Source: an optimization exercise on an open RTL-to-GDS flow (aim: small area). Production flows keep margins and buffers that such runs may drop. The RTL was checked by simulation tests, not by an equivalence proof against the original design. No activity file was given, so power comes from the tool's default toggle rates.

### design/flow/design.v
module NV_soDLA_CACC_calculator_for_check(
  input           nvdla_core_clk,
  input           nvdla_core_rstn,
  input  [1087:0] abuf_rd_data,
  output          abuf_wr_en,
  output [5:0]    abuf_wr_addr,
  output [1087:0] abuf_wr_data,
  output          dlv_valid,
  output          dlv_mask,
  output [1023:0] dlv_data,
  output [1:0]    dlv_pd,
  input           accu_ctrl_valid,
  input  [12:0]   accu_ctrl_pd,
  input           accu_ctrl_ram_valid,
  input  [4:0]    cfg_truncate,
  input  [21:0]   mac_a2accu_data0,
  input  [21:0]   mac_a2accu_data1,
  input  [21:0]   mac_a2accu_data2,
  input  [21:0]   mac_a2accu_data3,
  input  [21:0]   mac_a2accu_data4,
  input  [21:0]   mac_a2accu_data5,
  input  [21:0]   mac_a2accu_data6,
  input  [21:0]   mac_a2accu_data7,
  input  [21:0]   mac_a2accu_data8,
  input  [21:0]   mac_a2accu_data9,
  input  [21:0]   mac_a2accu_data10,
  input  [21:0]   mac_a2accu_data11,
  input  [21:0]   mac_a2accu_data12,
  input  [21:0]   mac_a2accu_data13,
  input  [21:0]   mac_a2accu_data14,
  input  [21:0]   mac_a2accu_data15,
  input  [15:0]   mac_a2accu_mask,
  input           mac_a2accu_mode,
  input           mac_a2accu_pvld,
  input  [21:0]   mac_b2accu_data0,
  input  [21:0]   mac_b2accu_data1,
  input  [21:0]   mac_b2accu_data2,
  input  [21:0]   mac_b2accu_data3,
  input  [21:0]   mac_b2accu_data4,
  input  [21:0]   mac_b2accu_data5,
  input  [21:0]   mac_b2accu_data6,
  input  [21:0]   mac_b2accu_data7,
  input  [21:0]   mac_b2accu_data8,
  input  [21:0]   mac_b2accu_data9,
  input  [21:0]   mac_b2accu_data10,
  input  [21:0]   mac_b2accu_data11,
  input  [21:0]   mac_b2accu_data12,
  input  [21:0]   mac_b2accu_data13,
  input  [21:0]   mac_b2accu_data14,
  input  [21:0]   mac_b2accu_data15,
  input  [15:0]   mac_b2accu_mask,
  input           mac_b2accu_mode,
  input           mac_b2accu_pvld,
  output [31:0]   dp2reg_sat_count
);
  wire [703:0] in_data = {mac_b2accu_data15,mac_b2accu_data14,mac_b2accu_data13,mac_b2accu_data12,mac_b2accu_data11,mac_b2accu_data10,mac_b2accu_data9,mac_b2accu_data8,mac_b2accu_data7,mac_b2accu_data6,mac_b2accu_data5,mac_b2accu_data4,mac_b2accu_data3,mac_b2accu_data2,mac_b2accu_data1,mac_b2accu_data0,mac_a2accu_data15,mac_a2accu_data14,mac_a2accu_data13,mac_a2accu_data12,mac_a2accu_data11,mac_a2accu_data10,mac_a2accu_data9,mac_a2accu_data8,mac_a2accu_data7,mac_a2accu_data6,mac_a2accu_data5,mac_a2accu_data4,mac_a2accu_data3,mac_a2accu_data2,mac_a2accu_data1,mac_a2accu_data0};
  wire [31:0] in_mask = {mac_b2accu_mask, mac_a2accu_mask};
  wire        rst = ~nvdla_core_rstn;
  reg  [5:0]  ctl_addr;
  reg         ctl_stripe_end, ctl_channel_end, ctl_layer_end;
  always @(posedge nvdla_core_clk) begin
    if (rst) begin
      ctl_addr <= 6'h0; ctl_stripe_end <= 1'b0; ctl_channel_end <= 1'b0; ctl_layer_end <= 1'b0;
    end else if (accu_ctrl_valid) begin
      ctl_addr <= accu_ctrl_pd[5:0];
      ctl_stripe_end <= accu_ctrl_pd[9];
      ctl_channel_end <= accu_ctrl_pd[10];
      ctl_layer_end <= accu_ctrl_pd[11];
    end
  end
  reg v1, v2, calc_valid;
  reg wr1, wr2, wr3, dl1, dl2, dl3;
  always @(posedge nvdla_core_clk) begin
    if (rst) begin
      v1 <= 1'b0; v2 <= 1'b0; calc_valid <= 1'b0;
      wr1 <= 1'b0; wr2 <= 1'b0; wr3 <= 1'b0;
      dl1 <= 1'b0; dl2 <= 1'b0; dl3 <= 1'b0;
    end else begin
      v1 <= mac_a2accu_pvld | mac_b2accu_pvld;
      v2 <= v1;
      calc_valid <= v2;
      wr1 <= calc_valid & ~ctl_channel_end;
      wr2 <= wr1;
      wr3 <= wr2;
      dl1 <= calc_valid & ctl_channel_end;
      dl2 <= dl1;
      dl3 <= dl2;
    end
  end
  reg [5:0] f1, f2, f3;
  always @(posedge nvdla_core_clk) begin
    f1 <= {ctl_addr[5:2], ctl_channel_end ? {ctl_layer_end, ctl_stripe_end} : ctl_addr[1:0]};
    f2 <= f1;
    f3 <= f2;
  end
  reg [4:0] t2, t3;
  always @(posedge nvdla_core_clk) begin
    t2 <= cfg_truncate;
    t3 <= t2;
  end
  reg [8:0] dsel;   
  always @(posedge nvdla_core_clk) begin
    case (t2)
      5'd0: dsel <= 9'b001000000;
      5'd1: dsel <= 9'b010010000;
      5'd2: dsel <= 9'b100100000;
      5'd3: dsel <= 9'b000000100;
      5'd4: dsel <= 9'b000010100;
      5'd5: dsel <= 9'b000100100;
      5'd6: dsel <= 9'b000001000;
      5'd7: dsel <= 9'b000011000;
      5'd8: dsel <= 9'b000101000;
      5'd9: dsel <= 9'b000000010;
      5'd10: dsel <= 9'b000010010;
      5'd11: dsel <= 9'b000100010;
      5'd12: dsel <= 9'b000000110;
      5'd13: dsel <= 9'b000010110;
      5'd14: dsel <= 9'b000100110;
      5'd15: dsel <= 9'b000001010;
      5'd16: dsel <= 9'b000011010;
      5'd17: dsel <= 9'b000101010;
      5'd18: dsel <= 9'b000000001;
      5'd19: dsel <= 9'b000010001;
      5'd20: dsel <= 9'b000100001;
      5'd21: dsel <= 9'b000000101;
      5'd22: dsel <= 9'b000010101;
      5'd23: dsel <= 9'b000100101;
      5'd24: dsel <= 9'b000001001;
      5'd25: dsel <= 9'b000011001;
      5'd26: dsel <= 9'b000101001;
      5'd27: dsel <= 9'b000000011;
      5'd28: dsel <= 9'b000010011;
      5'd29: dsel <= 9'b000100011;
      5'd30: dsel <= 9'b000000111;
      5'd31: dsel <= 9'b000010111;
    endcase
  end
  wire a1s = dsel[0], b1s = dsel[1], c1s = dsel[2], c2s = dsel[3], e1s = dsel[4], e2s = dsel[5];
  wire sa0 = ~a1s, sa1 = a1s, sb0 = ~b1s, sb1 = b1s;
  wire sc0 = ~(c1s | c2s), sc1 = c1s, sc2 = c2s, sc0n = c1s | c2s;
  wire se0n = e1s | e2s, se1n = ~e1s, se2n = ~e2s;
  wire st0 = dsel[6], st1 = dsel[7], st2 = dsel[8];
  wire [29:0] sw;
  genvar gw;
  generate for (gw = 0; gw < 30; gw = gw + 1) begin : swin
    assign sw[gw] = ({1'b0, t3} >= gw + 2) && ({1'b0, t3} <= gw + 16);
  end endgenerate
  reg  [1183:0] r1;
  reg  [1087:0] r2, r3;
  wire [1183:0] q0;
  wire [1087:0] q1;
  wire [1023:0] fdata;
  wire [31:0]   fsat;
  genvar gi;
  generate
    for (gi = 0; gi < 32; gi = gi + 1) begin : lane
      cacc_lane_in  u_in  (.d(in_data[22*gi +: 22]), .op(abuf_rd_data[34*gi +: 34]), .m(in_mask[gi]),
                           .mr(in_mask[gi] & accu_ctrl_ram_valid), .q(q0[37*gi +: 37]));
      cacc_lane_s2  u_s2  (.q(r1[37*gi +: 37]), .y(q1[34*gi +: 34]));
      cacc_lane_fin u_fin (.x(r3[34*gi +: 34]), .a0(sa0), .a1(sa1), .b0(sb0), .b1(sb1),
                           .c0(sc0), .c1(sc1), .c2(sc2), .c0n(sc0n), .e0n(se0n), .e1n(se1n), .e2n(se2n),
                           .t0(st0), .t1(st1), .t2(st2), .w(sw), .f(fdata[32*gi +: 32]), .ns(fsat[gi]));
    end
  endgenerate
  always @(posedge nvdla_core_clk) begin
    r1 <= q0;
    r2 <= q1;
    r3 <= r2;
  end
  reg        prev_end;
  reg [31:0] sat_count;
  wire       cur_end = f3[1] & f3[0];
  wire       sat_clr = ~cur_end & prev_end;
  reg  [5:0] sat_sum;
  integer k;
  always @(*) begin
    sat_sum = 6'h0;
    for (k = 0; k < 32; k = k + 1) sat_sum = sat_sum + {5'h0, fsat[k]};
  end
  wire [32:0] sat_add = {1'b0, sat_count} + {27'h0, sat_sum};
  always @(posedge nvdla_core_clk) begin
    if (rst) begin
      prev_end <= 1'b1;
      sat_count <= 32'h0;
    end else if (dl3) begin
      prev_end <= cur_end;
      sat_count <= sat_clr ? {26'h0, sat_sum} : (sat_add[32] ? 32'hffffffff : sat_add[31:0]);
    end
  end
  assign abuf_wr_en = wr3;
  assign abuf_wr_addr = f3;
  assign abuf_wr_data = r3;
  assign dlv_valid = dl3;
  assign dlv_mask = dl3;
  assign dlv_data = fdata;
  assign dlv_pd = f3[1:0];
  assign dp2reg_sat_count = sat_count;
endmodule
module cacc_lane_in (
  input [21:0] d,
  input [33:0] op,
  input m,
  input mr,
  output [36:0] q
);
  wire [20:0] dn;
  wire [21:0] on;
  wire [9:0] cn0;
  wire [9:0] cn11;
  k_nand2 u1 (.a(m), .b(d[0]), .y(dn[0]));
  k_nand2 u2 (.a(m), .b(d[1]), .y(dn[1]));
  k_nand2 u3 (.a(m), .b(d[2]), .y(dn[2]));
  k_nand2 u4 (.a(m), .b(d[3]), .y(dn[3]));
  k_nand2 u5 (.a(m), .b(d[4]), .y(dn[4]));
  k_nand2 u6 (.a(m), .b(d[5]), .y(dn[5]));
  k_nand2 u7 (.a(m), .b(d[6]), .y(dn[6]));
  k_nand2 u8 (.a(m), .b(d[7]), .y(dn[7]));
  k_nand2 u9 (.a(m), .b(d[8]), .y(dn[8]));
  k_nand2 u10 (.a(m), .b(d[9]), .y(dn[9]));
  k_nand2 u11 (.a(m), .b(d[10]), .y(dn[10]));
  k_nand2 u12 (.a(m), .b(d[11]), .y(dn[11]));
  k_nand2 u13 (.a(m), .b(d[12]), .y(dn[12]));
  k_nand2 u14 (.a(m), .b(d[13]), .y(dn[13]));
  k_nand2 u15 (.a(m), .b(d[14]), .y(dn[14]));
  k_nand2 u16 (.a(m), .b(d[15]), .y(dn[15]));
  k_nand2 u17 (.a(m), .b(d[16]), .y(dn[16]));
  k_nand2 u18 (.a(m), .b(d[17]), .y(dn[17]));
  k_nand2 u19 (.a(m), .b(d[18]), .y(dn[18]));
  k_nand2 u20 (.a(m), .b(d[19]), .y(dn[19]));
  k_nand2 u21 (.a(m), .b(d[20]), .y(dn[20]));
  k_nand2 u22 (.a(m), .b(d[21]), .y(q[36]));
  k_nand2 u23 (.a(mr), .b(op[0]), .y(on[0]));
  k_nand2 u24 (.a(mr), .b(op[1]), .y(on[1]));
  k_nand2 u25 (.a(mr), .b(op[2]), .y(on[2]));
  k_nand2 u26 (.a(mr), .b(op[3]), .y(on[3]));
  k_nand2 u27 (.a(mr), .b(op[4]), .y(on[4]));
  k_nand2 u28 (.a(mr), .b(op[5]), .y(on[5]));
  k_nand2 u29 (.a(mr), .b(op[6]), .y(on[6]));
  k_nand2 u30 (.a(mr), .b(op[7]), .y(on[7]));
  k_nand2 u31 (.a(mr), .b(op[8]), .y(on[8]));
  k_nand2 u32 (.a(mr), .b(op[9]), .y(on[9]));
  k_nand2 u33 (.a(mr), .b(op[10]), .y(on[10]));
  k_nand2 u34 (.a(mr), .b(op[11]), .y(on[11]));
  k_nand2 u35 (.a(mr), .b(op[12]), .y(on[12]));
  k_nand2 u36 (.a(mr), .b(op[13]), .y(on[13]));
  k_nand2 u37 (.a(mr), .b(op[14]), .y(on[14]));
  k_nand2 u38 (.a(mr), .b(op[15]), .y(on[15]));
  k_nand2 u39 (.a(mr), .b(op[16]), .y(on[16]));
  k_nand2 u40 (.a(mr), .b(op[17]), .y(on[17]));
  k_nand2 u41 (.a(mr), .b(op[18]), .y(on[18]));
  k_nand2 u42 (.a(mr), .b(op[19]), .y(on[19]));
  k_nand2 u43 (.a(mr), .b(op[20]), .y(on[20]));
  k_nand2 u44 (.a(mr), .b(op[21]), .y(on[21]));
  k_nand2 u45 (.a(mr), .b(op[22]), .y(q[24]));
  k_nand2 u46 (.a(mr), .b(op[23]), .y(q[25]));
  k_nand2 u47 (.a(mr), .b(op[24]), .y(q[26]));
  k_nand2 u48 (.a(mr), .b(op[25]), .y(q[27]));
  k_nand2 u49 (.a(mr), .b(op[26]), .y(q[28]));
  k_nand2 u50 (.a(mr), .b(op[27]), .y(q[29]));
  k_nand2 u51 (.a(mr), .b(op[28]), .y(q[30]));
  k_nand2 u52 (.a(mr), .b(op[29]), .y(q[31]));
  k_nand2 u53 (.a(mr), .b(op[30]), .y(q[32]));
  k_nand2 u54 (.a(mr), .b(op[31]), .y(q[33]));
  k_nand2 u55 (.a(mr), .b(op[32]), .y(q[34]));
  k_nand2 u56 (.a(mr), .b(op[33]), .y(q[35]));
  k_xnor2 u57 (.a(dn[0]), .b(on[0]), .y(q[0]));
  k_or2 u58 (.a(dn[0]), .b(on[0]), .y(cn0[0]));
  k_fa u59 (.a(dn[1]), .b(on[1]), .ci(cn0[0]), .s(q[1]), .co(cn0[1]));
  k_fa u60 (.a(dn[2]), .b(on[2]), .ci(cn0[1]), .s(q[2]), .co(cn0[2]));
  k_fa u61 (.a(dn[3]), .b(on[3]), .ci(cn0[2]), .s(q[3]), .co(cn0[3]));
  k_fa u62 (.a(dn[4]), .b(on[4]), .ci(cn0[3]), .s(q[4]), .co(cn0[4]));
  k_fa u63 (.a(dn[5]), .b(on[5]), .ci(cn0[4]), .s(q[5]), .co(cn0[5]));
  k_fa u64 (.a(dn[6]), .b(on[6]), .ci(cn0[5]), .s(q[6]), .co(cn0[6]));
  k_fa u65 (.a(dn[7]), .b(on[7]), .ci(cn0[6]), .s(q[7]), .co(cn0[7]));
  k_fa u66 (.a(dn[8]), .b(on[8]), .ci(cn0[7]), .s(q[8]), .co(cn0[8]));
  k_fa u67 (.a(dn[9]), .b(on[9]), .ci(cn0[8]), .s(q[9]), .co(cn0[9]));
  k_fa u68 (.a(dn[10]), .b(on[10]), .ci(cn0[9]), .s(q[10]), .co(q[11]));
  k_xnor2 u69 (.a(dn[11]), .b(on[11]), .y(q[12]));
  k_or2 u70 (.a(dn[11]), .b(on[11]), .y(cn11[0]));
  k_fa u71 (.a(dn[12]), .b(on[12]), .ci(cn11[0]), .s(q[13]), .co(cn11[1]));
  k_fa u72 (.a(dn[13]), .b(on[13]), .ci(cn11[1]), .s(q[14]), .co(cn11[2]));
  k_fa u73 (.a(dn[14]), .b(on[14]), .ci(cn11[2]), .s(q[15]), .co(cn11[3]));
  k_fa u74 (.a(dn[15]), .b(on[15]), .ci(cn11[3]), .s(q[16]), .co(cn11[4]));
  k_fa u75 (.a(dn[16]), .b(on[16]), .ci(cn11[4]), .s(q[17]), .co(cn11[5]));
  k_fa u76 (.a(dn[17]), .b(on[17]), .ci(cn11[5]), .s(q[18]), .co(cn11[6]));
  k_fa u77 (.a(dn[18]), .b(on[18]), .ci(cn11[6]), .s(q[19]), .co(cn11[7]));
  k_fa u78 (.a(dn[19]), .b(on[19]), .ci(cn11[7]), .s(q[20]), .co(cn11[8]));
  k_fa u79 (.a(dn[20]), .b(on[20]), .ci(cn11[8]), .s(q[21]), .co(cn11[9]));
  k_fa u80 (.a(q[36]), .b(on[21]), .ci(cn11[9]), .s(q[22]), .co(q[23]));
endmodule
module cacc_lane_s2 (
  input [36:0] q,
  output [33:0] y
);
  wire [11:0] kn;
  wire [10:0] mn;
  wire u;
  wire usn;
  wire decn;
  wire [12:0] hn;
  wire [12:0] hc;
  wire ovf;
  wire qs;
  assign kn[0] = q[11];
  k_xnor2 u1 (.a(q[12]), .b(kn[0]), .y(mn[0]));
  k_or2 u2 (.a(q[12]), .b(kn[0]), .y(kn[1]));
  k_xnor2 u3 (.a(q[13]), .b(kn[1]), .y(mn[1]));
  k_or2 u4 (.a(q[13]), .b(kn[1]), .y(kn[2]));
  k_xnor2 u5 (.a(q[14]), .b(kn[2]), .y(mn[2]));
  k_or2 u6 (.a(q[14]), .b(kn[2]), .y(kn[3]));
  k_xnor2 u7 (.a(q[15]), .b(kn[3]), .y(mn[3]));
  k_or2 u8 (.a(q[15]), .b(kn[3]), .y(kn[4]));
  k_xnor2 u9 (.a(q[16]), .b(kn[4]), .y(mn[4]));
  k_or2 u10 (.a(q[16]), .b(kn[4]), .y(kn[5]));
  k_xnor2 u11 (.a(q[17]), .b(kn[5]), .y(mn[5]));
  k_or2 u12 (.a(q[17]), .b(kn[5]), .y(kn[6]));
  k_xnor2 u13 (.a(q[18]), .b(kn[6]), .y(mn[6]));
  k_or2 u14 (.a(q[18]), .b(kn[6]), .y(kn[7]));
  k_xnor2 u15 (.a(q[19]), .b(kn[7]), .y(mn[7]));
  k_or2 u16 (.a(q[19]), .b(kn[7]), .y(kn[8]));
  k_xnor2 u17 (.a(q[20]), .b(kn[8]), .y(mn[8]));
  k_or2 u18 (.a(q[20]), .b(kn[8]), .y(kn[9]));
  k_xnor2 u19 (.a(q[21]), .b(kn[9]), .y(mn[9]));
  k_or2 u20 (.a(q[21]), .b(kn[9]), .y(kn[10]));
  k_xnor2 u21 (.a(q[22]), .b(kn[10]), .y(mn[10]));
  k_or2 u22 (.a(q[22]), .b(kn[10]), .y(kn[11]));
  k_nand2 u23 (.a(q[23]), .b(kn[11]), .y(u));
  k_xor2 u24 (.a(u), .b(q[36]), .y(usn));
  k_or2 u25 (.a(u), .b(q[36]), .y(decn));
  k_xnor2 u26 (.a(q[24]), .b(usn), .y(hn[0]));
  k_or2 u27 (.a(q[24]), .b(usn), .y(hc[1]));
  k_fa u28 (.a(q[25]), .b(decn), .ci(hc[1]), .s(hn[1]), .co(hc[2]));
  k_fa u29 (.a(q[26]), .b(decn), .ci(hc[2]), .s(hn[2]), .co(hc[3]));
  k_fa u30 (.a(q[27]), .b(decn), .ci(hc[3]), .s(hn[3]), .co(hc[4]));
  k_fa u31 (.a(q[28]), .b(decn), .ci(hc[4]), .s(hn[4]), .co(hc[5]));
  k_fa u32 (.a(q[29]), .b(decn), .ci(hc[5]), .s(hn[5]), .co(hc[6]));
  k_fa u33 (.a(q[30]), .b(decn), .ci(hc[6]), .s(hn[6]), .co(hc[7]));
  k_fa u34 (.a(q[31]), .b(decn), .ci(hc[7]), .s(hn[7]), .co(hc[8]));
  k_fa u35 (.a(q[32]), .b(decn), .ci(hc[8]), .s(hn[8]), .co(hc[9]));
  k_fa u36 (.a(q[33]), .b(decn), .ci(hc[9]), .s(hn[9]), .co(hc[10]));
  k_fa u37 (.a(q[34]), .b(decn), .ci(hc[10]), .s(hn[10]), .co(hc[11]));
  k_fa u38 (.a(q[35]), .b(decn), .ci(hc[11]), .s(hn[11]), .co(hc[12]));
  k_xor3 u39 (.a(q[35]), .b(decn), .c(hc[12]), .y(hn[12]));
  k_xor2 u40 (.a(hn[12]), .b(hn[11]), .y(ovf));
  k_nand2 u41 (.a(ovf), .b(hn[12]), .y(qs));
  k_o21ai u42 (.a1(ovf), .a2(q[0]), .b1(qs), .y(y[0]));
  k_o21ai u43 (.a1(ovf), .a2(q[1]), .b1(qs), .y(y[1]));
  k_o21ai u44 (.a1(ovf), .a2(q[2]), .b1(qs), .y(y[2]));
  k_o21ai u45 (.a1(ovf), .a2(q[3]), .b1(qs), .y(y[3]));
  k_o21ai u46 (.a1(ovf), .a2(q[4]), .b1(qs), .y(y[4]));
  k_o21ai u47 (.a1(ovf), .a2(q[5]), .b1(qs), .y(y[5]));
  k_o21ai u48 (.a1(ovf), .a2(q[6]), .b1(qs), .y(y[6]));
  k_o21ai u49 (.a1(ovf), .a2(q[7]), .b1(qs), .y(y[7]));
  k_o21ai u50 (.a1(ovf), .a2(q[8]), .b1(qs), .y(y[8]));
  k_o21ai u51 (.a1(ovf), .a2(q[9]), .b1(qs), .y(y[9]));
  k_o21ai u52 (.a1(ovf), .a2(q[10]), .b1(qs), .y(y[10]));
  k_o21ai u53 (.a1(ovf), .a2(mn[0]), .b1(qs), .y(y[11]));
  k_o21ai u54 (.a1(ovf), .a2(mn[1]), .b1(qs), .y(y[12]));
  k_o21ai u55 (.a1(ovf), .a2(mn[2]), .b1(qs), .y(y[13]));
  k_o21ai u56 (.a1(ovf), .a2(mn[3]), .b1(qs), .y(y[14]));
  k_o21ai u57 (.a1(ovf), .a2(mn[4]), .b1(qs), .y(y[15]));
  k_o21ai u58 (.a1(ovf), .a2(mn[5]), .b1(qs), .y(y[16]));
  k_o21ai u59 (.a1(ovf), .a2(mn[6]), .b1(qs), .y(y[17]));
  k_o21ai u60 (.a1(ovf), .a2(mn[7]), .b1(qs), .y(y[18]));
  k_o21ai u61 (.a1(ovf), .a2(mn[8]), .b1(qs), .y(y[19]));
  k_o21ai u62 (.a1(ovf), .a2(mn[9]), .b1(qs), .y(y[20]));
  k_o21ai u63 (.a1(ovf), .a2(mn[10]), .b1(qs), .y(y[21]));
  k_o21ai u64 (.a1(ovf), .a2(hn[0]), .b1(qs), .y(y[22]));
  k_o21ai u65 (.a1(ovf), .a2(hn[1]), .b1(qs), .y(y[23]));
  k_o21ai u66 (.a1(ovf), .a2(hn[2]), .b1(qs), .y(y[24]));
  k_o21ai u67 (.a1(ovf), .a2(hn[3]), .b1(qs), .y(y[25]));
  k_o21ai u68 (.a1(ovf), .a2(hn[4]), .b1(qs), .y(y[26]));
  k_o21ai u69 (.a1(ovf), .a2(hn[5]), .b1(qs), .y(y[27]));
  k_o21ai u70 (.a1(ovf), .a2(hn[6]), .b1(qs), .y(y[28]));
  k_o21ai u71 (.a1(ovf), .a2(hn[7]), .b1(qs), .y(y[29]));
  k_o21ai u72 (.a1(ovf), .a2(hn[8]), .b1(qs), .y(y[30]));
  k_o21ai u73 (.a1(ovf), .a2(hn[9]), .b1(qs), .y(y[31]));
  k_o21ai u74 (.a1(ovf), .a2(hn[10]), .b1(qs), .y(y[32]));
  k_inv u75 (.a(hn[12]), .y(y[33]));
endmodule
module cacc_lane_fin (
  input [33:0] x,
  input a0,
  input a1,
  input b0,
  input b1,
  input c0,
  input c1,
  input c2,
  input c0n,
  input e0n,
  input e1n,
  input e2n,
  input t0,
  input t1,
  input t2,
  input [29:0] w,
  output [31:0] f,
  output ns
);
  wire sn;
  wire k1;
  wire k2;
  wire k3;
  wire e0g;
  wire e1g;
  wire e2g;
  wire p5;
  wire cy0;
  wire nns;
  wire y31g;
  wire [34:0] z1n;
  wire [34:0] z2;
  wire [34:0] z3n;
  wire [32:0] y;
  wire [9:0] sq;
  wire [2:0] sp;
  wire [32:0] cy;
  wire [2:0] pk;
  k_inv u1 (.a(x[33]), .y(sn));
  k_nand2 u2 (.a(a1), .b(sn), .y(k1));
  k_nand2 u3 (.a(b1), .b(x[33]), .y(k2));
  k_or2 u4 (.a(c0), .b(x[33]), .y(k3));
  k_nand2 u5 (.a(a1), .b(x[17]), .y(z1n[0]));
  k_o22ai u6 (.a1(a1), .a2(x[0]), .b1(a0), .b2(x[18]), .y(z1n[1]));
  k_o22ai u7 (.a1(a1), .a2(x[1]), .b1(a0), .b2(x[19]), .y(z1n[2]));
  k_o22ai u8 (.a1(a1), .a2(x[2]), .b1(a0), .b2(x[20]), .y(z1n[3]));
  k_o22ai u9 (.a1(a1), .a2(x[3]), .b1(a0), .b2(x[21]), .y(z1n[4]));
  k_o22ai u10 (.a1(a1), .a2(x[4]), .b1(a0), .b2(x[22]), .y(z1n[5]));
  k_o22ai u11 (.a1(a1), .a2(x[5]), .b1(a0), .b2(x[23]), .y(z1n[6]));
  k_o22ai u12 (.a1(a1), .a2(x[6]), .b1(a0), .b2(x[24]), .y(z1n[7]));
  k_o22ai u13 (.a1(a1), .a2(x[7]), .b1(a0), .b2(x[25]), .y(z1n[8]));
  k_o22ai u14 (.a1(a1), .a2(x[8]), .b1(a0), .b2(x[26]), .y(z1n[9]));
  k_o22ai u15 (.a1(a1), .a2(x[9]), .b1(a0), .b2(x[27]), .y(z1n[10]));
  k_o22ai u16 (.a1(a1), .a2(x[10]), .b1(a0), .b2(x[28]), .y(z1n[11]));
  k_o22ai u17 (.a1(a1), .a2(x[11]), .b1(a0), .b2(x[29]), .y(z1n[12]));
  k_o22ai u18 (.a1(a1), .a2(x[12]), .b1(a0), .b2(x[30]), .y(z1n[13]));
  k_o22ai u19 (.a1(a1), .a2(x[13]), .b1(a0), .b2(x[31]), .y(z1n[14]));
  k_o22ai u20 (.a1(a1), .a2(x[14]), .b1(a0), .b2(x[32]), .y(z1n[15]));
  k_o22ai u21 (.a1(a1), .a2(x[15]), .b1(a0), .b2(x[33]), .y(z1n[16]));
  k_o21ai u22 (.a1(a1), .a2(x[16]), .b1(k1), .y(z1n[17]));
  k_o21ai u23 (.a1(a1), .a2(x[17]), .b1(k1), .y(z1n[18]));
  k_o21ai u24 (.a1(a1), .a2(x[18]), .b1(k1), .y(z1n[19]));
  k_o21ai u25 (.a1(a1), .a2(x[19]), .b1(k1), .y(z1n[20]));
  k_o21ai u26 (.a1(a1), .a2(x[20]), .b1(k1), .y(z1n[21]));
  k_o21ai u27 (.a1(a1), .a2(x[21]), .b1(k1), .y(z1n[22]));
  k_o21ai u28 (.a1(a1), .a2(x[22]), .b1(k1), .y(z1n[23]));
  k_o21ai u29 (.a1(a1), .a2(x[23]), .b1(k1), .y(z1n[24]));
  k_o21ai u30 (.a1(a1), .a2(x[24]), .b1(k1), .y(z1n[25]));
  k_o21ai u31 (.a1(a1), .a2(x[25]), .b1(k1), .y(z1n[26]));
  k_o21ai u32 (.a1(a1), .a2(x[26]), .b1(k1), .y(z1n[27]));
  k_o21ai u33 (.a1(a1), .a2(x[27]), .b1(k1), .y(z1n[28]));
  k_o21ai u34 (.a1(a1), .a2(x[28]), .b1(k1), .y(z1n[29]));
  k_o21ai u35 (.a1(a1), .a2(x[29]), .b1(k1), .y(z1n[30]));
  k_o21ai u36 (.a1(a1), .a2(x[30]), .b1(k1), .y(z1n[31]));
  k_o21ai u37 (.a1(a1), .a2(x[31]), .b1(k1), .y(z1n[32]));
  k_o21ai u38 (.a1(a1), .a2(x[32]), .b1(k1), .y(z1n[33]));
  k_o21ai u39 (.a1(a1), .a2(x[33]), .b1(k1), .y(z1n[34]));
  k_o22ai u40 (.a1(b1), .a2(z1n[0]), .b1(b0), .b2(z1n[9]), .y(z2[0]));
  k_o22ai u41 (.a1(b1), .a2(z1n[1]), .b1(b0), .b2(z1n[10]), .y(z2[1]));
  k_o22ai u42 (.a1(b1), .a2(z1n[2]), .b1(b0), .b2(z1n[11]), .y(z2[2]));
  k_o22ai u43 (.a1(b1), .a2(z1n[3]), .b1(b0), .b2(z1n[12]), .y(z2[3]));
  k_o22ai u44 (.a1(b1), .a2(z1n[4]), .b1(b0), .b2(z1n[13]), .y(z2[4]));
  k_o22ai u45 (.a1(b1), .a2(z1n[5]), .b1(b0), .b2(z1n[14]), .y(z2[5]));
  k_o22ai u46 (.a1(b1), .a2(z1n[6]), .b1(b0), .b2(z1n[15]), .y(z2[6]));
  k_o22ai u47 (.a1(b1), .a2(z1n[7]), .b1(b0), .b2(z1n[16]), .y(z2[7]));
  k_o22ai u48 (.a1(b1), .a2(z1n[8]), .b1(b0), .b2(z1n[17]), .y(z2[8]));
  k_o22ai u49 (.a1(b1), .a2(z1n[9]), .b1(b0), .b2(z1n[18]), .y(z2[9]));
  k_o22ai u50 (.a1(b1), .a2(z1n[10]), .b1(b0), .b2(z1n[19]), .y(z2[10]));
  k_o22ai u51 (.a1(b1), .a2(z1n[11]), .b1(b0), .b2(z1n[20]), .y(z2[11]));
  k_o22ai u52 (.a1(b1), .a2(z1n[12]), .b1(b0), .b2(z1n[21]), .y(z2[12]));
  k_o22ai u53 (.a1(b1), .a2(z1n[13]), .b1(b0), .b2(z1n[22]), .y(z2[13]));
  k_o22ai u54 (.a1(b1), .a2(z1n[14]), .b1(b0), .b2(z1n[23]), .y(z2[14]));
  k_o22ai u55 (.a1(b1), .a2(z1n[15]), .b1(b0), .b2(z1n[24]), .y(z2[15]));
  k_o22ai u56 (.a1(b1), .a2(z1n[16]), .b1(b0), .b2(z1n[25]), .y(z2[16]));
  k_o22ai u57 (.a1(b1), .a2(z1n[17]), .b1(b0), .b2(z1n[26]), .y(z2[17]));
  k_o22ai u58 (.a1(b1), .a2(z1n[18]), .b1(b0), .b2(z1n[27]), .y(z2[18]));
  k_o22ai u59 (.a1(b1), .a2(z1n[19]), .b1(b0), .b2(z1n[28]), .y(z2[19]));
  k_o22ai u60 (.a1(b1), .a2(z1n[20]), .b1(b0), .b2(z1n[29]), .y(z2[20]));
  k_o22ai u61 (.a1(b1), .a2(z1n[21]), .b1(b0), .b2(z1n[30]), .y(z2[21]));
  k_o22ai u62 (.a1(b1), .a2(z1n[22]), .b1(b0), .b2(z1n[31]), .y(z2[22]));
  k_o22ai u63 (.a1(b1), .a2(z1n[23]), .b1(b0), .b2(z1n[32]), .y(z2[23]));
  k_o22ai u64 (.a1(b1), .a2(z1n[24]), .b1(b0), .b2(z1n[33]), .y(z2[24]));
  k_o22ai u65 (.a1(b1), .a2(z1n[25]), .b1(b0), .b2(z1n[34]), .y(z2[25]));
  k_o21ai u66 (.a1(b1), .a2(z1n[26]), .b1(k2), .y(z2[26]));
  k_o21ai u67 (.a1(b1), .a2(z1n[27]), .b1(k2), .y(z2[27]));
  k_o21ai u68 (.a1(b1), .a2(z1n[28]), .b1(k2), .y(z2[28]));
  k_o21ai u69 (.a1(b1), .a2(z1n[29]), .b1(k2), .y(z2[29]));
  k_o21ai u70 (.a1(b1), .a2(z1n[30]), .b1(k2), .y(z2[30]));
  k_o21ai u71 (.a1(b1), .a2(z1n[31]), .b1(k2), .y(z2[31]));
  k_o21ai u72 (.a1(b1), .a2(z1n[32]), .b1(k2), .y(z2[32]));
  k_o21ai u73 (.a1(b1), .a2(z1n[33]), .b1(k2), .y(z2[33]));
  k_o21ai u74 (.a1(b1), .a2(z1n[34]), .b1(k2), .y(z2[34]));
  k_a222oi u75 (.a1(c0), .a2(z2[0]), .b1(c1), .b2(z2[3]), .c1(c2), .c2(z2[6]), .y(z3n[0]));
  k_a222oi u76 (.a1(c0), .a2(z2[1]), .b1(c1), .b2(z2[4]), .c1(c2), .c2(z2[7]), .y(z3n[1]));
  k_a222oi u77 (.a1(c0), .a2(z2[2]), .b1(c1), .b2(z2[5]), .c1(c2), .c2(z2[8]), .y(z3n[2]));
  k_a222oi u78 (.a1(c0), .a2(z2[3]), .b1(c1), .b2(z2[6]), .c1(c2), .c2(z2[9]), .y(z3n[3]));
  k_a222oi u79 (.a1(c0), .a2(z2[4]), .b1(c1), .b2(z2[7]), .c1(c2), .c2(z2[10]), .y(z3n[4]));
  k_a222oi u80 (.a1(c0), .a2(z2[5]), .b1(c1), .b2(z2[8]), .c1(c2), .c2(z2[11]), .y(z3n[5]));
  k_a222oi u81 (.a1(c0), .a2(z2[6]), .b1(c1), .b2(z2[9]), .c1(c2), .c2(z2[12]), .y(z3n[6]));
  k_a222oi u82 (.a1(c0), .a2(z2[7]), .b1(c1), .b2(z2[10]), .c1(c2), .c2(z2[13]), .y(z3n[7]));
  k_a222oi u83 (.a1(c0), .a2(z2[8]), .b1(c1), .b2(z2[11]), .c1(c2), .c2(z2[14]), .y(z3n[8]));
  k_a222oi u84 (.a1(c0), .a2(z2[9]), .b1(c1), .b2(z2[12]), .c1(c2), .c2(z2[15]), .y(z3n[9]));
  k_a222oi u85 (.a1(c0), .a2(z2[10]), .b1(c1), .b2(z2[13]), .c1(c2), .c2(z2[16]), .y(z3n[10]));
  k_a222oi u86 (.a1(c0), .a2(z2[11]), .b1(c1), .b2(z2[14]), .c1(c2), .c2(z2[17]), .y(z3n[11]));
  k_a222oi u87 (.a1(c0), .a2(z2[12]), .b1(c1), .b2(z2[15]), .c1(c2), .c2(z2[18]), .y(z3n[12]));
  k_a222oi u88 (.a1(c0), .a2(z2[13]), .b1(c1), .b2(z2[16]), .c1(c2), .c2(z2[19]), .y(z3n[13]));
  k_a222oi u89 (.a1(c0), .a2(z2[14]), .b1(c1), .b2(z2[17]), .c1(c2), .c2(z2[20]), .y(z3n[14]));
  k_a222oi u90 (.a1(c0), .a2(z2[15]), .b1(c1), .b2(z2[18]), .c1(c2), .c2(z2[21]), .y(z3n[15]));
  k_a222oi u91 (.a1(c0), .a2(z2[16]), .b1(c1), .b2(z2[19]), .c1(c2), .c2(z2[22]), .y(z3n[16]));
  k_a222oi u92 (.a1(c0), .a2(z2[17]), .b1(c1), .b2(z2[20]), .c1(c2), .c2(z2[23]), .y(z3n[17]));
  k_a222oi u93 (.a1(c0), .a2(z2[18]), .b1(c1), .b2(z2[21]), .c1(c2), .c2(z2[24]), .y(z3n[18]));
  k_a222oi u94 (.a1(c0), .a2(z2[19]), .b1(c1), .b2(z2[22]), .c1(c2), .c2(z2[25]), .y(z3n[19]));
  k_a222oi u95 (.a1(c0), .a2(z2[20]), .b1(c1), .b2(z2[23]), .c1(c2), .c2(z2[26]), .y(z3n[20]));
  k_a222oi u96 (.a1(c0), .a2(z2[21]), .b1(c1), .b2(z2[24]), .c1(c2), .c2(z2[27]), .y(z3n[21]));
  k_a222oi u97 (.a1(c0), .a2(z2[22]), .b1(c1), .b2(z2[25]), .c1(c2), .c2(z2[28]), .y(z3n[22]));
  k_a222oi u98 (.a1(c0), .a2(z2[23]), .b1(c1), .b2(z2[26]), .c1(c2), .c2(z2[29]), .y(z3n[23]));
  k_a222oi u99 (.a1(c0), .a2(z2[24]), .b1(c1), .b2(z2[27]), .c1(c2), .c2(z2[30]), .y(z3n[24]));
  k_a222oi u100 (.a1(c0), .a2(z2[25]), .b1(c1), .b2(z2[28]), .c1(c2), .c2(z2[31]), .y(z3n[25]));
  k_a222oi u101 (.a1(c0), .a2(z2[26]), .b1(c1), .b2(z2[29]), .c1(c2), .c2(z2[32]), .y(z3n[26]));
  k_a222oi u102 (.a1(c0), .a2(z2[27]), .b1(c1), .b2(z2[30]), .c1(c2), .c2(z2[33]), .y(z3n[27]));
  k_a222oi u103 (.a1(c0), .a2(z2[28]), .b1(c1), .b2(z2[31]), .c1(c2), .c2(z2[34]), .y(z3n[28]));
  k_a222oi u104 (.a1(c0), .a2(z2[29]), .b1(c1), .b2(z2[32]), .c1(c2), .c2(x[33]), .y(z3n[29]));
  k_a222oi u105 (.a1(c0), .a2(z2[30]), .b1(c1), .b2(z2[33]), .c1(c2), .c2(x[33]), .y(z3n[30]));
  k_a222oi u106 (.a1(c0), .a2(z2[31]), .b1(c1), .b2(z2[34]), .c1(c2), .c2(x[33]), .y(z3n[31]));
  k_o21ai u107 (.a1(c0n), .a2(z2[32]), .b1(k3), .y(z3n[32]));
  k_o21ai u108 (.a1(c0n), .a2(z2[33]), .b1(k3), .y(z3n[33]));
  k_o21ai u109 (.a1(c0n), .a2(z2[34]), .b1(k3), .y(z3n[34]));
  k_nor2 u110 (.a(e0n), .b(ns), .y(e0g));
  k_nor2 u111 (.a(e1n), .b(ns), .y(e1g));
  k_nor2 u112 (.a(e2n), .b(ns), .y(e2g));
  k_a222oi u113 (.a1(e0g), .a2(z3n[0]), .b1(e1g), .b2(z3n[1]), .c1(e2g), .c2(z3n[2]), .y(y[0]));
  k_a222oi u114 (.a1(e0g), .a2(z3n[1]), .b1(e1g), .b2(z3n[2]), .c1(e2g), .c2(z3n[3]), .y(y[1]));
  k_a222oi u115 (.a1(e0g), .a2(z3n[2]), .b1(e1g), .b2(z3n[3]), .c1(e2g), .c2(z3n[4]), .y(y[2]));
  k_a222oi u116 (.a1(e0g), .a2(z3n[3]), .b1(e1g), .b2(z3n[4]), .c1(e2g), .c2(z3n[5]), .y(y[3]));
  k_a222oi u117 (.a1(e0g), .a2(z3n[4]), .b1(e1g), .b2(z3n[5]), .c1(e2g), .c2(z3n[6]), .y(y[4]));
  k_a222oi u118 (.a1(e0g), .a2(z3n[5]), .b1(e1g), .b2(z3n[6]), .c1(e2g), .c2(z3n[7]), .y(y[5]));
  k_a222oi u119 (.a1(e0g), .a2(z3n[6]), .b1(e1g), .b2(z3n[7]), .c1(e2g), .c2(z3n[8]), .y(y[6]));
  k_a222oi u120 (.a1(e0g), .a2(z3n[7]), .b1(e1g), .b2(z3n[8]), .c1(e2g), .c2(z3n[9]), .y(y[7]));
  k_a222oi u121 (.a1(e0g), .a2(z3n[8]), .b1(e1g), .b2(z3n[9]), .c1(e2g), .c2(z3n[10]), .y(y[8]));
  k_a222oi u122 (.a1(e0g), .a2(z3n[9]), .b1(e1g), .b2(z3n[10]), .c1(e2g), .c2(z3n[11]), .y(y[9]));
  k_a222oi u123 (.a1(e0g), .a2(z3n[10]), .b1(e1g), .b2(z3n[11]), .c1(e2g), .c2(z3n[12]), .y(y[10]));
  k_a222oi u124 (.a1(e0g), .a2(z3n[11]), .b1(e1g), .b2(z3n[12]), .c1(e2g), .c2(z3n[13]), .y(y[11]));
  k_a222oi u125 (.a1(e0g), .a2(z3n[12]), .b1(e1g), .b2(z3n[13]), .c1(e2g), .c2(z3n[14]), .y(y[12]));
  k_a222oi u126 (.a1(e0g), .a2(z3n[13]), .b1(e1g), .b2(z3n[14]), .c1(e2g), .c2(z3n[15]), .y(y[13]));
  k_a222oi u127 (.a1(e0g), .a2(z3n[14]), .b1(e1g), .b2(z3n[15]), .c1(e2g), .c2(z3n[16]), .y(y[14]));
  k_a222oi u128 (.a1(e0g), .a2(z3n[15]), .b1(e1g), .b2(z3n[16]), .c1(e2g), .c2(z3n[17]), .y(y[15]));
  k_a222oi u129 (.a1(e0g), .a2(z3n[16]), .b1(e1g), .b2(z3n[17]), .c1(e2g), .c2(z3n[18]), .y(y[16]));
  k_a222oi u130 (.a1(e0g), .a2(z3n[17]), .b1(e1g), .b2(z3n[18]), .c1(e2g), .c2(z3n[19]), .y(y[17]));
  k_a222oi u131 (.a1(e0g), .a2(z3n[18]), .b1(e1g), .b2(z3n[19]), .c1(e2g), .c2(z3n[20]), .y(y[18]));
  k_a222oi u132 (.a1(e0g), .a2(z3n[19]), .b1(e1g), .b2(z3n[20]), .c1(e2g), .c2(z3n[21]), .y(y[19]));
  k_a222oi u133 (.a1(e0g), .a2(z3n[20]), .b1(e1g), .b2(z3n[21]), .c1(e2g), .c2(z3n[22]), .y(y[20]));
  k_a222oi u134 (.a1(e0g), .a2(z3n[21]), .b1(e1g), .b2(z3n[22]), .c1(e2g), .c2(z3n[23]), .y(y[21]));
  k_a222oi u135 (.a1(e0g), .a2(z3n[22]), .b1(e1g), .b2(z3n[23]), .c1(e2g), .c2(z3n[24]), .y(y[22]));
  k_a222oi u136 (.a1(e0g), .a2(z3n[23]), .b1(e1g), .b2(z3n[24]), .c1(e2g), .c2(z3n[25]), .y(y[23]));
  k_a222oi u137 (.a1(e0g), .a2(z3n[24]), .b1(e1g), .b2(z3n[25]), .c1(e2g), .c2(z3n[26]), .y(y[24]));
  k_a222oi u138 (.a1(e0g), .a2(z3n[25]), .b1(e1g), .b2(z3n[26]), .c1(e2g), .c2(z3n[27]), .y(y[25]));
  k_a222oi u139 (.a1(e0g), .a2(z3n[26]), .b1(e1g), .b2(z3n[27]), .c1(e2g), .c2(z3n[28]), .y(y[26]));
  k_a222oi u140 (.a1(e0g), .a2(z3n[27]), .b1(e1g), .b2(z3n[28]), .c1(e2g), .c2(z3n[29]), .y(y[27]));
  k_a222oi u141 (.a1(e0g), .a2(z3n[28]), .b1(e1g), .b2(z3n[29]), .c1(e2g), .c2(z3n[30]), .y(y[28]));
  k_a222oi u142 (.a1(e0g), .a2(z3n[29]), .b1(e1g), .b2(z3n[30]), .c1(e2g), .c2(z3n[31]), .y(y[29]));
  k_a222oi u143 (.a1(e0g), .a2(z3n[30]), .b1(e1g), .b2(z3n[31]), .c1(e2g), .c2(z3n[32]), .y(y[30]));
  k_a222oi u144 (.a1(e0g), .a2(z3n[31]), .b1(e1g), .b2(z3n[32]), .c1(e2g), .c2(z3n[33]), .y(y[31]));
  k_a222oi u145 (.a1(e0g), .a2(z3n[32]), .b1(e1g), .b2(z3n[33]), .c1(e2g), .c2(z3n[34]), .y(y[32]));
  k_a222oi u146 (.a1(x[0]), .a2(w[0]), .b1(x[1]), .b2(w[1]), .c1(x[2]), .c2(w[2]), .y(sq[0]));
  k_a222oi u147 (.a1(x[3]), .a2(w[3]), .b1(x[4]), .b2(w[4]), .c1(x[5]), .c2(w[5]), .y(sq[1]));
  k_a222oi u148 (.a1(x[6]), .a2(w[6]), .b1(x[7]), .b2(w[7]), .c1(x[8]), .c2(w[8]), .y(sq[2]));
  k_a222oi u149 (.a1(x[9]), .a2(w[9]), .b1(x[10]), .b2(w[10]), .c1(x[11]), .c2(w[11]), .y(sq[3]));
  k_a222oi u150 (.a1(x[12]), .a2(w[12]), .b1(x[13]), .b2(w[13]), .c1(x[14]), .c2(w[14]), .y(sq[4]));
  k_a222oi u151 (.a1(x[15]), .a2(w[15]), .b1(x[16]), .b2(w[16]), .c1(x[17]), .c2(w[17]), .y(sq[5]));
  k_a222oi u152 (.a1(x[18]), .a2(w[18]), .b1(x[19]), .b2(w[19]), .c1(x[20]), .c2(w[20]), .y(sq[6]));
  k_a222oi u153 (.a1(x[21]), .a2(w[21]), .b1(x[22]), .b2(w[22]), .c1(x[23]), .c2(w[23]), .y(sq[7]));
  k_a222oi u154 (.a1(x[24]), .a2(w[24]), .b1(x[25]), .b2(w[25]), .c1(x[26]), .c2(w[26]), .y(sq[8]));
  k_a222oi u155 (.a1(x[27]), .a2(w[27]), .b1(x[28]), .b2(w[28]), .c1(x[29]), .c2(w[29]), .y(sq[9]));
  k_nand4 u156 (.a(sq[0]), .b(sq[1]), .c(sq[2]), .d(sq[3]), .y(sp[0]));
  k_nand4 u157 (.a(sq[4]), .b(sq[5]), .c(sq[6]), .d(sq[7]), .y(sp[1]));
  k_nand3 u158 (.a(sq[8]), .b(sq[9]), .c(x[33]), .y(sp[2]));
  k_o31a u159 (.a1(sp[0]), .a2(sp[1]), .a3(sp[2]), .b1(y[0]), .y(p5));
  cacc_lane_fg u160 (.x(x), .t0(t0), .t1(t1), .t2(t2), .p5(p5), .ns(ns), .cy0(cy0));
  k_inv u161 (.a(ns), .y(nns));
  assign cy[0] = cy0;
  k_ha u162 (.a(y[1]), .b(cy[0]), .s(f[0]), .co(cy[1]));
  k_ha u163 (.a(y[2]), .b(cy[1]), .s(f[1]), .co(cy[2]));
  k_ha u164 (.a(y[3]), .b(cy[2]), .s(f[2]), .co(cy[3]));
  k_ha u165 (.a(y[4]), .b(cy[3]), .s(f[3]), .co(cy[4]));
  k_ha u166 (.a(y[5]), .b(cy[4]), .s(f[4]), .co(cy[5]));
  k_ha u167 (.a(y[6]), .b(cy[5]), .s(f[5]), .co(cy[6]));
  k_ha u168 (.a(y[7]), .b(cy[6]), .s(f[6]), .co(cy[7]));
  k_xor2 u169 (.a(y[8]), .b(cy[7]), .y(f[7]));
  k_ha u170 (.a(y[9]), .b(cy[8]), .s(f[8]), .co(cy[9]));
  k_ha u171 (.a(y[10]), .b(cy[9]), .s(f[9]), .co(cy[10]));
  k_ha u172 (.a(y[11]), .b(cy[10]), .s(f[10]), .co(cy[11]));
  k_ha u173 (.a(y[12]), .b(cy[11]), .s(f[11]), .co(cy[12]));
  k_ha u174 (.a(y[13]), .b(cy[12]), .s(f[12]), .co(cy[13]));
  k_ha u175 (.a(y[14]), .b(cy[13]), .s(f[13]), .co(cy[14]));
  k_ha u176 (.a(y[15]), .b(cy[14]), .s(f[14]), .co(cy[15]));
  k_xor2 u177 (.a(y[16]), .b(cy[15]), .y(f[15]));
  k_ha u178 (.a(y[17]), .b(cy[16]), .s(f[16]), .co(cy[17]));
  k_ha u179 (.a(y[18]), .b(cy[17]), .s(f[17]), .co(cy[18]));
  k_ha u180 (.a(y[19]), .b(cy[18]), .s(f[18]), .co(cy[19]));
  k_ha u181 (.a(y[20]), .b(cy[19]), .s(f[19]), .co(cy[20]));
  k_ha u182 (.a(y[21]), .b(cy[20]), .s(f[20]), .co(cy[21]));
  k_ha u183 (.a(y[22]), .b(cy[21]), .s(f[21]), .co(cy[22]));
  k_ha u184 (.a(y[23]), .b(cy[22]), .s(f[22]), .co(cy[23]));
  k_xor2 u185 (.a(y[24]), .b(cy[23]), .y(f[23]));
  k_ha u186 (.a(y[25]), .b(cy[24]), .s(f[24]), .co(cy[25]));
  k_ha u187 (.a(y[26]), .b(cy[25]), .s(f[25]), .co(cy[26]));
  k_ha u188 (.a(y[27]), .b(cy[26]), .s(f[26]), .co(cy[27]));
  k_ha u189 (.a(y[28]), .b(cy[27]), .s(f[27]), .co(cy[28]));
  k_ha u190 (.a(y[29]), .b(cy[28]), .s(f[28]), .co(cy[29]));
  k_ha u191 (.a(y[30]), .b(cy[29]), .s(f[29]), .co(cy[30]));
  k_ha u192 (.a(y[31]), .b(cy[30]), .s(f[30]), .co(cy[31]));
  k_and2 u193 (.a(y[32]), .b(nns), .y(y31g));
  k_xor2 u194 (.a(y31g), .b(cy[31]), .y(f[31]));
  cacc_and8 u195 (.a(y[8:1]), .y(pk[0]));
  k_and2 u196 (.a(cy[0]), .b(pk[0]), .y(cy[8]));
  cacc_and8 u197 (.a(y[16:9]), .y(pk[1]));
  k_and2 u198 (.a(cy[8]), .b(pk[1]), .y(cy[16]));
  cacc_and8 u199 (.a(y[24:17]), .y(pk[2]));
  k_and2 u200 (.a(cy[16]), .b(pk[2]), .y(cy[24]));
endmodule
module cacc_lane_fg (input [33:0] x, input t0, input t1, input t2, input p5, output ns, output cy0);
  wire s = x[33];
  wire ovf = (t0 & ~((x[33] == x[32]) & (x[32] == x[31]))) | (t1 & (x[33] ^ x[32]));
  wire a31 = &x[31:1];
  wire cc = ~s & ((t1 & a31 & x[0]) | (t2 & a31 & x[32]));
  assign ns = ovf | cc;
  assign cy0 = ns ? s : p5;
endmodule
module cacc_and8 (input [7:0] a, output y); assign y = &a; endmodule
module k_inv (input a, output y); assign y = ~a; endmodule
module k_nand2 (input a, input b, output y); assign y = ~(a & b); endmodule
module k_nor2 (input a, input b, output y); assign y = ~(a | b); endmodule
module k_or2 (input a, input b, output y); assign y = a | b; endmodule
module k_and2 (input a, input b, output y); assign y = a & b; endmodule
module k_xor2 (input a, input b, output y); assign y = a ^ b; endmodule
module k_xnor2 (input a, input b, output y); assign y = ~(a ^ b); endmodule
module k_nand3 (input a, input b, input c, output y); assign y = ~(a & b & c); endmodule
module k_nand4 (input a, input b, input c, input d, output y); assign y = ~(a & b & c & d); endmodule
module k_o21ai (input a1, input a2, input b1, output y); assign y = ~((a1 | a2) & b1); endmodule
module k_o22ai (input a1, input a2, input b1, input b2, output y); assign y = ~((a1 | a2) & (b1 | b2)); endmodule
module k_o31a (input a1, input a2, input a3, input b1, output y); assign y = (a1 | a2 | a3) & b1; endmodule
module k_a222oi (input a1, input a2, input b1, input b2, input c1, input c2, output y); assign y = ~((a1 & a2) | (b1 & b2) | (c1 & c2)); endmodule
module k_ha (input a, input b, output s, output co); assign s = a ^ b; assign co = a & b; endmodule
module k_fa (input a, input b, input ci, output s, output co); assign s = a ^ b ^ ci; assign co = (a & b) | (ci & (a ^ b)); endmodule
module k_xor3 (input a, input b, input c, output y); assign y = a ^ b ^ c; endmodule
### design/flow/flow/run.sh
#!/bin/bash
# Layout flow: the standard ORFS flow (standard.sh, unchanged synthesis, floorplan, power grid
# and tap cells), with these changes to how the layout is made:
#  - no timing-driven upsizing at floorplan (the netlist has no wires yet, so it only grows cells)
#  - port buffers use the smallest buffer cell (repair_design upsizes where a port needs more drive)
#  - pins one routing track apart (the default is two), so that a compact die holds all 4005 ports
#  - clock tree: larger sink clusters (25 flip-flops per leaf buffer) and no dummy loads
#  - power/area recovery (downsizing of non-critical cells) after global routing
# Every tool's output goes to a log in this folder (make's output here, each ORFS step's full
# log under orfs/logs/).
set -euo pipefail
W=$(pwd)
EXTRA=(
  "REMOVE_ABC_BUFFERS=1"
  "BUFFER_PORTS_ARGS=-buffer_cell sky130_fd_sc_hd__buf_1"
  "RECOVER_POWER=100"
  "PLACE_PINS_ARGS=-min_distance 1 -min_distance_in_tracks"
  "CTS_ARGS=-sink_clustering_enable -repair_clock_nets -dont_use_dummy_load -sink_clustering_size 25 -sink_clustering_max_diameter 100"
)
bash "$W/standard.sh" "${EXTRA[@]}" finish > "$W/flow_make.log" 2>&1
### design/flow/standard.sh
#!/bin/bash
# synth_recipe.tcl (not shown) runs the flow's synth.tcl, then flattens the netlist and writes it again
# the make line also repeats each setting of config.mk as NAME=value (left out here)
make -C /OpenROAD-flow-scripts/flow DESIGN_CONFIG=/design/flow/config.mk WORK_HOME=/design/flow/orfs CLKGATE_MAP_FILE= SYNTH_SCRIPT=/design/flow/synth_recipe.tcl "${@:-finish}"
### design/flow/config.mk
export PLATFORM = sky130hd
export DESIGN_NAME = NV_soDLA_CACC_calculator_for_check
export DESIGN_NICKNAME = NV_soDLA_CACC_calculator_for_check
export VERILOG_FILES = /design/flow/design.v
export SDC_FILE = /design/flow/constraint.sdc
export NUM_CORES = 8
export LEC_CHECK = 0
export CAP_MARGIN = 20
export CELL_PAD_IN_SITES_DETAIL_PLACEMENT = 1
export CELL_PAD_IN_SITES_GLOBAL_PLACEMENT = 1
export CORE_AREA = 10 10 810 810
export DIE_AREA = 0 0 820 820
export PLACE_DENSITY = 0.5
export SLEW_MARGIN = 20
export SYNTH_HIERARCHICAL = 1
### design/flow/constraint.sdc
create_clock -name core_clock -period 10.0 [get_ports {nvdla_core_clk}]
set_input_delay 2.0000 -clock core_clock [delete_from_list [all_inputs] [get_ports {nvdla_core_clk}]]
set_output_delay 2.0000 -clock core_clock [all_outputs]
set_load 0.01 [all_outputs]
==> impl_metrics.ini, run 1 <==
[synthesis]
async_reset_ff_frac = 0
netlist_area_sq_um = 171000
synth_area_per_cell_sq_um = 10.6
ys_seq_area_frac = 0.404
synth_area_leader_cell = dfxtp_1
yosysMostFrequentCell = dfxtp_1
yosysUniqueCellTypes = 69
synth_seq_cells = 3448
synth-edff-count = 0
synth_ff_type = dfxtp_1
synth_commonest_cells = dfxtp_1, a222oi_1, nand2_1
yosys.area.top_type_share = 0.404
netlist_instances = 16100
ys_top_cells_by_area = dfxtp_1, a222oi_1, fa_1
ys_warn_count = 7

[floorplan]
pin_count = 4005
dieWidth_microns = 820
start_util = 0.268
die_h_microns = 820
die_area_sq_um = 672000
rows = 293
core_sq_um = 637000

[pwr]
combPwrFrac = 0.445
p_leak_nw = 69.8
power.switching_mw = 25.5
vdd_drop_max_uv = 137
swShare = 0.494
pwr-share-seq = 0.398
clkPwrFrac = 0.158
power.density_nw_per_um2 = 249
power.internal_mw = 26.1

[sta]
setup_ws_ps = 93.3
worstMarginPinSlew_ps = 3160
holdWs_ps = 240
hold_viol = 0
setup_viol = 0
fin_worst_skew_ps = 125
period_share = 0.991
setup-tns-final_ps = 0
clock.fmax_mhz = 101
slew_violations = 212
slew_headroom = -1.11
fin_crit_ps = 9910

[setup_path]
endpoint_kind = primary output
crit_path_top_delay_cell = clkbuf_1
required_ps = 8000
crit_path_start = t3[1]
cp.arrival_ps = 7910
crit_top_cell = ha_1
path_cells = and2_0 -> nand2_1 -> nand3_1 -> nand2_4 -> clkbuf_1 -> a222oi_1 -> nand4_1 -> o31a_1 -> a31o_1 -> and2_1 -> and2_1 -> ha_1 -> ha_1 -> ha_1 -> ha_1 -> ha_1 -> ha_1 -> ha_1 -> xor2_1 -> clkbuf_1
cpPeakStageDelay_ps = 850
rr_startpoint = r1[48]
crit_path_max_fanout = 16
cp-start-kind = flop
path_class = reg -> out

[clock_network]
clock_latency_ps = 1030
cts_buffers = 191
post-cts-setup-buffer-count = 0
clk_path_buf_depth = 4
holdBufCountCts = 0
ctsResizeCount = 0
tritoncts = yes
clock_sinks = 3448
cts_max_level = 4
cts-root-buf = clkbuf_16
path_clk_slew_ps = 100

[routing]
vias = 185000
dr.pass1.iters = 17
first_iter_violations = 37300
vias_per_cell = 6.24
drt-wirelength-per-cell_microns = 44.3
drc = 0
postRouteAntennaNets = 2
wl_microns = 1320000

[grt]
grtUsageTotal = 0.371
antenna_found_initial = 604
overflow = 0
grt_pass1_vias = 177000
grt_pass1_wl_microns = 1710000
grt_max_degree = 181

[finish]
drive_gt1_frac = 0.0348
nets = 24500
postLayoutCoreUtil = 0.325
syn_to_final_growth_pct = 21.2
layout.cells.non_filler = 29700
fillers = 73700

[status]
violations = antenna rules, capacitance limit, slew limit
status = complete, but fails checks

[place]
io_buffer_count = 3998
dpl_worst_slack_ps = 553
dp_hpwl_microns = 1040000
gp_congestion = 1.02
dpl.cell_count = 28900

[flow_run]
cap_violations = 11

[hold_path]
hold_start = r2[715]
worstHoldPathType = reg -> reg
power by group through the flow:
stage | clock network [mW] | registers (mW) | logic (mW)
floorplan | 0 | 19.4 | 10.4
global placement | 0 | 20.6 | 21.8
detailed placement | 0 | 20.6 | 21.8
CTS | 8.34 | 20.3 | 22.0
global route | 8.79 | 20.6 | 23.4
finish | 8.13 | 20.5 | 22.9
Yosys stat by module, one instance, submodules excluded, a selection:
module | flip-flops and latches | copies in the design | area [sq um]
cacc_and8 | 0 | 96 | 16.3
k_nand3 | 0 | 32 | 5.00
k_o22ai | 0 | 1344 | 6.26
k_xor2 | 0 | 192 | 8.76
k_and2 | 0 | 128 | 6.26
k_xnor2 | 0 | 448 | 8.76
k_a222oi | 0 | 2400 | 10.0
k_nand4 | 0 | 64 | 6.26
cacc_lane_fg | 0 | 32 | 128
NV_soDLA_CACC_calculator_for_check | 3448 | 1 | 72400
k_fa | 0 | 992 | 20.0
k_nor2 | 0 | 96 | 3.75
k_ha | 0 | 896 | 12.5
k_xor3 | 0 | 32 | 23.8
k_or2 | 0 | 512 | 6.26
flip-flops by register name (all words and copies together) (netlist names), 5 cells and up:
name	flops
sat_count	32
t2	5
t3	5
f3	6
f1	6
f2	6
r3	1088
ctl_addr	6
r1	1184
r2	1088
dsel	9
layer usage:
metal	GRT usage	part of all wire	up-vias
li1	-	-	75600
met1	0.405	0.34	92400
met2	0.544	0.42	13100
met3	0.149	0.12	3735
met4	0.350	0.12	192
met5	0.0221	0.0022	-
logic make-up after synthesis:
| group | share of synthesized area |
|---|---|
| muxes | 0.000952 |
| adders and majority gates | 0.186 |
| AOI/OAI and AO/OA | 0.261 |
| DFF | 0.404 |
| xor gates and xnor gates | 0.0377 |
| buffers and inverters | 0.00515 |
| and+or+nand+nor | 0.105 |
final timing paths:
check,to,slack [ps],depth (start not counted)
max,dlv_data[183],90,20
min,r3[715],240,0
max reg2reg,r2[46],350,29
min reg2reg,r3[715],240,0
placed cells by master, fill, tap and decap left out, types with 47 or more instances in the layout:
cell type,Yosys,final
buf_4,4,246
ha_1,913,913
nor2_2,0,51
xor2_1,196,170
nand2_1,2027,2025
xnor2_1,452,452
nand4_1,491,492
buf_1,0,2872
inv_1,197,191
clkbuf_1,27,1192
diode_2,0,535
o21ai_0,26,904
dfxtp_1,3448,3441
or2_1,512,320
nand3_1,84,84
o21ai_1,2017,1134
fa_1,1017,1017
or2_0,0,192
and2_1,177,86
clkbuf_16,0,191
nor2_4,0,53
o22ai_1,1349,1346
buf_12,0,64
nor2_1,336,232
nor3_1,47,47
and2_0,0,89
a222oi_1,2400,2400
final cells by class:
cell class / instances / area (sq um) / share of cell area
flip-flops and latches: 3448 / 69100 / 0.333
well taps: 8407 / 10500 / 0.0508
inverters: 197 / 777 / 0.00375
repair buffers: 4418 / 18700 / 0.0902
clock buffers: 191 / 4780 / 0.0231
multi-input cells: 12500 / 102000 / 0.492
diodes: 535 / 1340 / 0.00647
worst max-delay path: cells and delay by family, from the launching register on:
family / cells / cell delay [ps]
simple gates: 7 / 1970
buf+inv: 2 / 1510
compound gates: 3 / 1190
flops: 1 / 710
xor+xnor: 1 / 180
fa+ha+maj: 7 / 1290
through the flow:
step,power [mW],cell area [sq um]
6_report,51.5,207000
5_1_grt,52.8,207000
4_1_cts,50.6,206000
3_5_place_dp,42.4,201000
3_3_place_gp,42.4,201000
2_1_floorplan,29.8,171000
==> run 2, diff against run 1 <==
--- a/design/flow/flow/run.sh
+++ b/design/flow/flow/run.sh
@@ -5,7 +5,6 @@
 #  - port buffers use the smallest buffer cell (repair_design upsizes where a port needs more drive)
 #  - pins one routing track apart (the default is two), so that a compact die holds all 4005 ports
 #  - clock tree: larger sink clusters (25 flip-flops per leaf buffer) and no dummy loads
-#  - power/area recovery (downsizing of non-critical cells) after global routing
 # Every tool's output goes to a log in this folder (make's output here, each ORFS step's full
 # log under orfs/logs/).
 set -euo pipefail
@@ -13,7 +12,6 @@
 EXTRA=(
   "REMOVE_ABC_BUFFERS=1"
   "BUFFER_PORTS_ARGS=-buffer_cell sky130_fd_sc_hd__buf_1"
-  "RECOVER_POWER=100"
   "PLACE_PINS_ARGS=-min_distance 1 -min_distance_in_tracks"
   "CTS_ARGS=-sink_clustering_enable -repair_clock_nets -dont_use_dummy_load -sink_clustering_size 25 -sink_clustering_max_diameter 100"
 )
==> impl_metrics.ini, run 2 <==
[floorplan]
pin_count = 4005
die_area_sq_um = 672000
die_h_microns = 820
core_sq_um = 637000
dieWidth_microns = 820
start_util = 0.268
rows = 293

[synthesis]
netlist_instances = 16100
synth_top_family_by_area = compound AO/OA/AOI/OAI gates
synthMuxAreaShare = 0.000952
yosys.area.top_type_share = 0.404
ys_warn_count = 7
synth_ff_type = dfxtp_1
netlist_area_sq_um = 171000
ys_top_cells_by_area = dfxtp_1, a222oi_1, fa_1
synth-compound-area-share = 0.261
synthAdderAreaFrac = 0.186
yosys.area_share.simple = 0.105
ys_seq_area_frac = 0.404
synth_seq_cells = 3448
synth_area_per_cell_sq_um = 10.6
synth_commonest_cells = dfxtp_1, a222oi_1, nand2_1
synth-edff-count = 0
synth_area_leader_cell = dfxtp_1
async_reset_ff_frac = 0
yosysUniqueCellTypes = 69
yosysMostFrequentCell = dfxtp_1
synth_xor_area_frac = 0.0377

[routing]
first_iter_violations = 37600
postRouteAntennaNets = 0
vias_per_cell = 6.26
drc = 0
dr.pass1.iters = 20
wl_microns = 1320000
vias = 185000
drt-wirelength-per-cell_microns = 44.4

[finish]
fillers = 73600
top_register = r1
syn_to_final_growth_pct = 21.4
drive_gt1_frac = 0.0391
layout_commonest_cell = buf_1
reg.largest.list = r1: 1184 flops, r2: 1088 flops, r3: 1088 flops
nets = 24500
largest_reg_flops = 1184
layout_common_cells = buf_1, dfxtp_1, a222oi_1

[pwr]
power.switching_mw = 25.6
combPwrFrac = 0.447
power.internal_mw = 26.2
swShare = 0.494
pwr-share-seq = 0.396
vdd_drop_max_uv = 137
power.density_nw_per_um2 = 250
total_power_mw = 51.8
clkPwrFrac = 0.157
p_leak_nw = 70.2

[setup_path]
crit_path_max_fanout = 111
crit_path_top_delay_cell = dfxtp_4
cpPeakStageDelay_ps = 1000
path_cells = inv_8 -> buf_12 -> o22ai_1 -> o22ai_1 -> a222oi_1 -> a222oi_1 -> nand4_1 -> nor2_1 -> and2_1 -> and2_1 -> ha_1 -> ha_1 -> ha_1 -> ha_1 -> ha_1 -> ha_1 -> ha_1 -> buf_1
crit_top_cell = ha_1
path_class = reg -> out
cp.arrival_ps = 7710
crit_buf_inv = 3
required_ps = 8000
cp-start-kind = flop
crit_family = compound AO/OA/AOI/OAI gates
endpoint_kind = primary output

[clock_network]
post-cts-setup-buffer-count = 0
clock_sinks = 3448
cts_max_level = 4
cts-root-buf = clkbuf_16
path_clk_slew_ps = 80
ctsResizeCount = 0
tritoncts = yes
clk_path_buf_depth = 4
cts_buffers = 191
clock_latency_ps = 1010
holdBufCountCts = 0

[sta]
holdWs_ps = 241
setup-tns-final_ps = 0
fin_crit_ps = 9710
clock.fmax_mhz = 103
rsz0062_at_grt = false
slew_violations = 0
setup_viol = 0
slew_headroom = 0.0934
setup_ws_ps = 294
fin_worst_skew_ps = 119
worstMarginPinSlew_ps = 1370
hold_viol = 0
period_share = 0.971

[grt]
grt_max_degree = 181
grtUsageTotal = 0.371
grt_pass1_wl_microns = 1710000
antenna_found_initial = 604
grt_pass1_vias = 177000
overflow = 0

[place]
dpl_worst_slack_ps = 553
io_buffer_count = 3998
gp_congestion = 1.02
dp_hpwl_microns = 1040000

[flow_run]
cap_violations = 0

[hold_path]
worstHoldPathType = reg -> reg

[status]
status = timing/DRC/antenna clean
-- run 2: cell counts after synthesis --
No cell type changed its count.
-- run 2: worst register-to-register path: cells and delay by family (launching register included) --
family | cells | cell delay, ps
compound gates | 1 | 140
fa+ha+maj | 11 | 4330
simple gates | 14 | 3530
flops | 1 | 340
xor+xnor | 3 | 530
buf+inv | 1 | 370
-- run 2: final timing paths --
kind                            slack [ps]  cells after the start       endpoint     from
worst min register to register         240                      0        r3[715]  r2[715]
worst max-delay path                   290                     18  dlv_data[926]  dsel[0]
worst min-delay path                   240                      0        r3[715]  r2[715]
worst max register to register         600                     30        r2[206]  r1[233]
-- run 2: metrics by stage --
step                      cell area (sq um)  instances  utilization
final                                207000      29600        0.326
after global routing                 207000      29500        0.325
after CTS                            206000      29100        0.323
after detailed placement             201000      28900        0.316
after global placement               201000      28900        0.316
after floorplan                      171000      16100            -
-- run 2: cell families after synthesis --
| group | Yosys count |
|---|---|
| AO/OA/AOI/OAI | 6035 |
| flip-flops | 3448 |
| buffers and inverters | 230 |
| adder cells (fa/ha/maj) | 1930 |
| AND/OR/NAND/NOR | 3810 |
| multiplexers | 16 |
| XOR/XNOR | 680 |
-- run 2: Yosys stat by module, one instance, submodules excluded, a selection --
module / cells inside / cell area [sq um] / flip-flops and latches / copies in the design
k_xor3: 1 / 23.8 / 0 / 32
k_fa: 1 / 20.0 / 0 / 992
k_o31a: 1 / 8.76 / 0 / 32
k_nor2: 1 / 3.75 / 0 / 96
k_xor2: 1 / 8.76 / 0 / 192
k_xnor2: 1 / 8.76 / 0 / 448
k_inv: 1 / 3.75 / 0 / 96
k_or2: 1 / 6.26 / 0 / 512
k_ha: 1 / 12.5 / 0 / 896
-- run 2: per-layer routing --
layer | track usage | share of wire | up-vias
met5 | 0.0221 | 0.0021 | -
met4 | 0.350 | 0.12 | 196
met3 | 0.149 | 0.12 | 3784
met2 | 0.544 | 0.42 | 13200
met1 | 0.405 | 0.35 | 92600
li1 | - | - | 75700
-- run 2: power groups by stage --
stage / clock network, mW / registers, mW / logic (mW)
finish: 8.14 / 20.5 / 23.2
global route: 8.79 / 20.6 / 23.7
CTS: 8.34 / 20.3 / 22.0
detailed placement: 0 / 20.6 / 21.8
global placement: 0 / 20.6 / 21.8
floorplan: 0 / 19.4 / 10.4
-- run 2: layout make-up --
class | count | area [sq um] | area share
Multi-Input combinational cell | 12500 | 102000 | 0.492
Antenna cell | 506 | 1270 | 0.00610
Clock buffer | 191 | 4780 | 0.0230
Sequential cell | 3448 | 69100 | 0.333
Inverter | 197 | 777 | 0.00375
Timing Repair Buffer | 4418 | 19000 | 0.0918
Tap cell | 8407 | 10500 | 0.0507

[port drivers added, routing unchanged]
Ports are ideal in the flow. The routed layouts listed here were re-timed in OpenROAD. Step 1 assumes that a clkbuf_16 drives the clock port and a buf_2 every other input. Step 2 times the ports against the registers' clock, not the clock port: input delays grow and output delays shrink by t, the midpoint of the rising clock arrivals with the driver on. a / b / c = no drivers / after step 1 / after step 2; a / b = the first two.
run	t (ns)	setup WS [ns]
run 1	1.110	0.093 / -0.051 / -0.907
run 2	1.093	0.294 / 0.148 / 0.595
